From an optimization exercise on the open Yosys and OpenROAD flow, aimed at small area and few clock cycles; shortcuts taken in it are not production practice.
Only simulation tests tie the RTL to the original design; equivalence was not proved.
Power figures rest on the tool's default switching activity, not on a simulated workload.

// bluetree4
module bluetree4(
  input          CLK,
  input          RST_N,
  input  [197:0] p0_req,
  input          p0_req_en,
  output         p0_req_rdy,
  output [174:0] p0_resp,
  output         p0_resp_valid,
  input  [197:0] p1_req,
  input          p1_req_en,
  output         p1_req_rdy,
  output [174:0] p1_resp,
  output         p1_resp_valid,
  input  [197:0] p2_req,
  input          p2_req_en,
  output         p2_req_rdy,
  output [174:0] p2_resp,
  output         p2_resp_valid,
  input  [197:0] p3_req,
  input          p3_req_en,
  output         p3_req_rdy,
  output [174:0] p3_resp,
  output         p3_resp_valid,
  output [197:0] mem_req,
  output         mem_req_valid,
  input          mem_req_deq,
  input  [174:0] mem_resp,
  input          mem_resp_en
);
For scale: ~2400 cells after synthesis, ~990 flip-flops, ~1900 I/O pins.
clock: 5.0 ns
lec_check: 0
cap_margin: 20
core_area: 10 10 530 530
cts_cluster_diameter: 115
cts_cluster_size: 24
die_area: 0 0 540 540
slew_margin: 20
standard.sh (not shown) runs the stock make flow with config.mk's settings and CLKGATE_MAP_FILE= SYNTH_SCRIPT=/design/flow/synth_recipe.tcl, a recipe that flattens the netlist after the stock synthesis.
==> flow/flow/run.sh <==
#!/bin/bash
# The standard layout, with two changes: the port buffers that global
# placement inserts are the smallest buffer (buf_1) instead of the one
# buffer_ports picks, and clock tree synthesis inserts no dummy loads.
set -euo pipefail
export BUFFER_PORTS_ARGS="-buffer_cell sky130_fd_sc_hd__buf_1"
export CTS_ARGS="-sink_clustering_enable -repair_clock_nets -sink_clustering_size 24 -sink_clustering_max_diameter 115 -dont_use_dummy_load"
bash standard.sh finish > standard_flow.log 2>&1
Testbench counts at the start, summed over its fixed seeds: cycles 5,279.
Rerun with:
==> flow/flow/run.sh (replaced) <==
#!/bin/bash
# The standard layout, with the port buffers that global placement inserts
# made the smallest buffer (buf_1) instead of the one buffer_ports picks.
set -euo pipefail
export BUFFER_PORTS_ARGS="-buffer_cell sky130_fd_sc_hd__buf_1"
bash standard.sh finish > standard_flow.log 2>&1
- CORE_AREA: 10 10 530 530 -> 10 10 490 490
- CTS_CLUSTER_DIAMETER: 115 -> 120
- CTS_CLUSTER_SIZE: 24 -> 26
- DIE_AREA: 0 0 540 540 -> 0 0 500 500
The new run never finished: it broke off in I/O pin placement, error PPL-0024.
Synthesized cell count does not change.
Synthesized area stays the same.
Rerun with:
==> flow/flow/run.sh (replaced) <==
#!/bin/bash
# The standard layout, with two changes: the port buffers that global
# placement inserts are the smallest buffer (buf_1) instead of the one
# buffer_ports picks, and clock tree synthesis inserts no dummy loads.
set -euo pipefail
export BUFFER_PORTS_ARGS="-buffer_cell sky130_fd_sc_hd__buf_1"
export CTS_ARGS="-sink_clustering_enable -repair_clock_nets -sink_clustering_size 26 -sink_clustering_max_diameter 120 -dont_use_dummy_load"
bash standard.sh finish > standard_flow.log 2>&1
- CORE_AREA: 10 10 490 490 -> 10 10 530 530
- DIE_AREA: 0 0 500 500 -> 0 0 540 540
This time the run ran to the end with no violations.
Area after synthesis stays the same.
Synthesized cell count is unchanged.
Rerun with:
==> flow/flow/run.sh (replaced) <==
#!/bin/bash
# The standard layout, with the port buffers that global placement inserts
# made the smallest buffer (buf_1) instead of the one buffer_ports picks.
set -euo pipefail
export BUFFER_PORTS_ARGS="-buffer_cell sky130_fd_sc_hd__buf_1"
bash standard.sh finish > standard_flow.log 2>&1
- CTS_CLUSTER_DIAMETER: 120 -> 110
- CTS_CLUSTER_SIZE: 26 -> 22
Outcome: Total power went up by 4.8%. Hold slack is worse by 0.053 ns. Design area went up by 1.2%. Non-clock buffer count does not change. Via count went up by about 0.5%. Worst setup slack is worse by 0.014 ns. Core utilization went up by 0.20 points. Clock-buffer cell count went up by 18. Clock skew went down by 0.048 ns.

* * *

== north ==
bluetree4, a different RTL version from the one above (not shown whole).
For scale: ~2500 cells after synthesis, ~1900 I/O pins.
Settings: LEC_CHECK=0, CAP_MARGIN=20, CORE_AREA=10 10 530 530, CTS_CLUSTER_DIAMETER=70, CTS_CLUSTER_SIZE=26, DIE_AREA=0 0 540 540, SLEW_MARGIN=20; clock period 5.0 ns.
==> flow/flow/run.sh <==
#!/bin/bash
# The standard layout, with the port buffers that global placement inserts
# made the smallest buffer (buf_1) instead of the one buffer_ports picks.
set -euo pipefail
export BUFFER_PORTS_ARGS="-buffer_cell sky130_fd_sc_hd__buf_1"
bash standard.sh finish > standard_flow.log 2>&1
Testbench counts of north, summed over its fixed seeds: cycles 5,279.
Here is what was changed in the inputs of south compared with north.
Settings: CTS_CLUSTER_SIZE removed (was 26); CTS_CLUSTER_DIAMETER removed (was 70); CORE_AREA changed from 10 10 530 530 to 10 10 630 630; DIE_AREA changed from 0 0 540 540 to 0 0 640 640.
==> comparison <==
Die span in y, south and north, lower one = north.
From north to south the numbers moved as follows: combined area of the multi-input logic cells shows no meaningful change; fraction of the cycle the final worst path needs shows an increase of 3.8 points; signed area change from the synthesized netlist to the final layout shows an increase of 5.2 points.
Taking north over south, the number of inserted filler cells in the final layout ratio works out to 0.69.
Modified inputs, east compared to south
Settings: putting CTS_BUF_LIST at sky130_fd_sc_hd__clkbuf_4 sky130_fd_sc_hd__clkbuf_8 where nothing was set.
==> comparison <==
- As far as synthesized instance count is concerned, south and east perform about the same.
- On critical path data arrival time, east tracks south almost exactly.
- Re number of nets in the layout: east is 6.2% up on south.
- Reported for south and east, number of hold-slack violations in the final timing report turned out identical to the last digit.
- The lower maximum vdd drop of south and east is in east.
- | detailed router's first-iteration violation count | east vs south | worse |
- Maximum frequency: south vs east — no meaningful difference
- Compared south against east; final clock period utilization by the worst path within noise.
- east vs south — fraction of area in multi-input gates dropped 0.47 points.
- Worst setup slack across south and east: no real change.
#### Input delta (west over east)
Settings: swapping 10 10 630 630 for 10 10 530 530 in CORE_AREA; putting CTS_CLUSTER_DIAMETER at 100 where nothing was set; clearing CTS_BUF_LIST, which used to be sky130_fd_sc_hd__clkbuf_4 sky130_fd_sc_hd__clkbuf_8; swapping 0 0 640 640 for 0 0 540 540 in DIE_AREA; putting CTS_CLUSTER_SIZE at 20 where nothing was set.
Results
Cmp west vs east: proportion of cell area occupied by registers higher in west. Changes observed in west relative to east: starting utilization of the core area went up by 4.2 points, final cell area excluding filler cells decreased about 10%.

[afterwards: timing with drivers on the ports]
Ports are ideal in the flow. The routed layouts listed here were re-timed in OpenROAD.
Step 1, drivers: a clkbuf_16 drives CLK and a buf_2 each remaining input, both assumed.
Step 2 moves the port delays by t, midway between the first and last clock arrival at a register: inputs arrive t later, outputs are due t later. That takes back most of the time a late clock gives input paths.
Slacks: ideal ports / drivers / drivers and shift; pairs: ideal ports / drivers.
| run | shift t [ns] | setup slack, ns | hold WS [ns] | cell pins on the clock port's net |
|---|---|---|---|---|
| the first run of note 1 | 0.814 | 0.709 / 0.609 / 1.422 | 0.373 / 0.305 / 0.565 | 1 |
| the third run of note 1 | 0.819 | 0.712 / 0.611 / 1.429 | 0.365 / 0.304 / 0.569 | 1 |
| the fourth run of note 1 | 0.858 | 0.698 / 0.597 / 1.446 | 0.312 / 0.246 / 0.565 | 1 |
| north | 0.915 | 0.624 / 0.524 / 1.276 | 0.249 / 0.196 / 0.668 | 1 |
| south | 0.950 | 0.434 / 0.349 / 1.127 | 0.225 / 0.171 / 0.646 | 1 |
| east | 1.040 | 0.435 / 0.351 / 1.113 | 0.158 / 0.106 / 0.640 | 1 |
| west | 0.829 | 0.733 / 0.630 / 1.259 | 0.335 / 0.279 / 0.665 | 1 |
After both steps every run listed still meets setup and hold.
